What follows belongs to an exercise in optimizing a design on an open flow for small area; a production flow would make more cautious choices. The RTL was checked by simulation tests, not by an equivalence proof against the original design. Power is estimated from default activity; no workload was simulated.

==> flow/design.v <==
module ras #(
	parameter DATA_WIDTH = 64,
	parameter DATA_DEPTH = 4
)(
	input  logic                  rst_ni,
	input  logic                  clk_i,
	input  logic                  bp_flush_i,
	input  logic                  ras_push_i,
	input  logic                  ras_pop_i,
	input  logic [DATA_WIDTH-1:0] ras_data_i,
	output logic                  ras_data_vld_o,
	output logic [DATA_WIDTH-1:0] ras_data_o
);
  logic [DATA_DEPTH-1:0] [DATA_WIDTH-1:0] data_d, data_q;
  logic [DATA_DEPTH-1:0] data_vld_d, data_vld_q;
  assign ras_data_vld_o = data_vld_q[0];
  assign ras_data_o     = data_q[0];
  logic sel_push, sel_pop, sel_hold, sel_in;
  assign sel_push = ras_push_i & ~ras_pop_i;    
  assign sel_pop  = ras_pop_i  & ~ras_push_i;   
  assign sel_hold = ~(sel_push | sel_pop);      
  assign sel_in   = ras_push_i;                 
  ras_sel3 #(.W(DATA_WIDTH)) u_sel_top (
    .sa(sel_in),  .a(ras_data_i),
    .sb(sel_pop), .b(data_q[1]),
    .sc(~ras_push_i & ~ras_pop_i), .c(data_q[0]),
    .y(data_d[0])
  );
  for (genvar i = 1; i < DATA_DEPTH-1; i++) begin : g_mid
    ras_sel3 #(.W(DATA_WIDTH)) u_sel (
      .sa(sel_push), .a(data_q[i-1]),
      .sb(sel_pop),  .b(data_q[i+1]),
      .sc(sel_hold), .c(data_q[i]),
      .y(data_d[i])
    );
  end
  assign data_d[DATA_DEPTH-1] = sel_push ? data_q[DATA_DEPTH-2] : data_q[DATA_DEPTH-1];
  always_comb begin
    data_vld_d = data_vld_q;
    if (sel_push) begin
      data_vld_d = {data_vld_q[DATA_DEPTH-2:0], 1'b1};
    end else if (sel_pop) begin
      data_vld_d = {1'b0, data_vld_q[DATA_DEPTH-1:1]};
      data_vld_d[0] = data_vld_q[1] & data_vld_q[0];
    end else begin
      if (ras_push_i) data_vld_d[0] = 1'b1;
      data_vld_d[1] = data_vld_q[1] & data_vld_q[0];
    end
    if (bp_flush_i) data_vld_d[0] = 1'b0;
  end
  always_ff @(posedge clk_i or negedge rst_ni) begin
    if (~rst_ni) data_vld_q[0] <= 1'b0;
    else         data_vld_q[0] <= data_vld_d[0];
  end
  always_ff @(posedge clk_i) begin
    data_vld_q[DATA_DEPTH-1:1] <= data_vld_d[DATA_DEPTH-1:1];
  end
  always_ff @(posedge clk_i) begin
    data_q <= data_d;
  end
endmodule
module ras_sel3 #(
	parameter W = 64
)(
	input  logic         sa,
	input  logic [W-1:0] a,
	input  logic         sb,
	input  logic [W-1:0] b,
	input  logic         sc,
	input  logic [W-1:0] c,
	output logic [W-1:0] y
);
  assign y = ({W{sa}} & a) | ({W{sb}} & b) | ({W{sc}} & c);
endmodule
Settings: LEC_CHECK=0, CAP_MARGIN=20, CORE_MARGIN=2, CORE_UTILIZATION=40, SLEW_MARGIN=20, SYNTH_HIERARCHICAL=1, SYNTH_MINIMUM_KEEP_SIZE=0; clock period 4.0 ns.
standard.sh (not shown) runs the stock make flow with config.mk's settings and CLKGATE_MAP_FILE= SYNTH_SCRIPT=/design/flow/synth_recipe.tcl, a recipe that flattens the netlist after the stock synthesis.
==> flow/flow/run.sh <==
#!/bin/bash
# Standard ORFS layout, with the smallest buffer on the ports and a clock tree
# of larger clusters and no dummy loads.
set -euo pipefail
bash standard.sh \
  BUFFER_PORTS_ARGS="-buffer_cell sky130_fd_sc_hd__buf_1" \
  CTS_ARGS="-sink_clustering_enable -repair_clock_nets -sink_clustering_size 20 -sink_clustering_max_diameter 200 -buf_list sky130_fd_sc_hd__clkbuf_8 -dont_use_dummy_load" \
  finish > standard.log 2>&1
Then changed:
--- a/flow/design.v
+++ b/flow/design.v
@@ -37,26 +37,22 @@
   assign data_d[DATA_DEPTH-1] = sel_push ? data_q[DATA_DEPTH-2] : data_q[DATA_DEPTH-1];
   always_comb begin
     data_vld_d = data_vld_q;
-    if (sel_push) begin
+    if (bp_flush_i) begin
+      data_vld_d = '0;
+    end else if (ras_push_i && ras_pop_i) begin
+      data_vld_d[0] = 1'b1;
+    end else if (ras_push_i) begin
       data_vld_d = {data_vld_q[DATA_DEPTH-2:0], 1'b1};
-    end else if (sel_pop) begin
+    end else if (ras_pop_i) begin
       data_vld_d = {1'b0, data_vld_q[DATA_DEPTH-1:1]};
-      data_vld_d[0] = data_vld_q[1] & data_vld_q[0];
-    end else begin
-      if (ras_push_i) data_vld_d[0] = 1'b1;
-      data_vld_d[1] = data_vld_q[1] & data_vld_q[0];
     end
-    if (bp_flush_i) data_vld_d[0] = 1'b0;
-  end
-  always_ff @(posedge clk_i or negedge rst_ni) begin
-    if (~rst_ni) data_vld_q[0] <= 1'b0;
-    else         data_vld_q[0] <= data_vld_d[0];
-  end
-  always_ff @(posedge clk_i) begin
-    data_vld_q[DATA_DEPTH-1:1] <= data_vld_d[DATA_DEPTH-1:1];
   end
   always_ff @(posedge clk_i) begin
     data_q <= data_d;
+  end
+  always_ff @(posedge clk_i or negedge rst_ni) begin
+    if (~rst_ni) data_vld_q <= '0;
+    else         data_vld_q <= data_vld_d;
   end
 endmodule
 module ras_sel3 #(
Result: Power is about the same. Die area climbs slightly. Non-clock buffer count is lower by 4. Maximum frequency grows slightly. Clock power barely changes. Via count rises by a few percent. Global-route usage decreases by 0.14 points. Synthesized cell count is higher slightly. Final area is about the same.

* * *

RTL: the design.v shown in full above, as it stands there.
clock: 4.0 ns
lec_check: 0
cap_margin: 20
core_margin: 2
core_utilization: 55
slew_margin: 20
synth_hierarchical: 1
synth_minimum_keep_size: 0
Scripts as last shown in full above: flow/flow/run.sh
==> next run, changes <==
--- a/flow/design.v
+++ b/flow/design.v
@@ -34,7 +34,11 @@
       .y(data_d[i])
     );
   end
-  assign data_d[DATA_DEPTH-1] = sel_push ? data_q[DATA_DEPTH-2] : data_q[DATA_DEPTH-1];
+  ras_sel2 #(.W(DATA_WIDTH)) u_sel_bottom (
+    .sa(sel_push), .sa_n(~sel_push), .a(data_q[DATA_DEPTH-2]),
+    .b(data_q[DATA_DEPTH-1]),
+    .y(data_d[DATA_DEPTH-1])
+  );
   always_comb begin
     data_vld_d = data_vld_q;
     if (sel_push) begin
@@ -72,3 +76,14 @@
 );
   assign y = ({W{sa}} & a) | ({W{sb}} & b) | ({W{sc}} & c);
 endmodule
+module ras_sel2 #(
+	parameter W = 64
+)(
+	input  logic         sa,
+	input  logic         sa_n,
+	input  logic [W-1:0] a,
+	input  logic [W-1:0] b,
+	output logic [W-1:0] y
+);
+  assign y = ({W{sa_n}} | a) & ({W{sa}} | b);
+endmodule
Result: The new run passed the timing, DRC and antenna checks; worst setup slack degrades by 0.43 ns; critical path depth stays the same; wire length rose by about 8%; cell count rose by 6.3%; register-to-register slack stays flat; cell area drops by 0.42%.

what the ideal ports hide:
In the flow no input, the clock included, has a driving cell. The finished layouts below were timed again as built, in two steps. Step 1 assumes that a clkbuf_16 drives the clock port and a buf_2 every other input. Step 2 adds t to the input delays and takes it off the output delays; t is the mean of the earliest and latest rising clock arrival at the registers after step 1. Input paths then give back, and output paths get back, about the clock's delay inside the block. a / b / c = ideal / step 1 / step 2; a / b = the first two.
| run | shift t [ns] | setup slack, ns | worst register clock-pin slew, ns |
|---|---|---|---|
| the first run of note 1 | 0.548 | 1.688 / 1.704 / 1.156 | 0.12 / 0.12 |
| the second run of note 1 | 0.544 | 1.697 / 1.712 / 1.168 | 0.12 / 0.12 |
| the first run of note 2 | 0.531 | 2.056 / 2.052 / 1.539 | 0.12 / 0.12 |
| the second run of note 2 | 0.536 | 1.621 / 1.637 / 1.101 | 0.12 / 0.12 |
After both steps setup and hold are still met in every run listed. For the first run of note 1, which loses most, drivers alone change the setup slack by +0.016 ns; drivers and shift together by -0.532 ns.
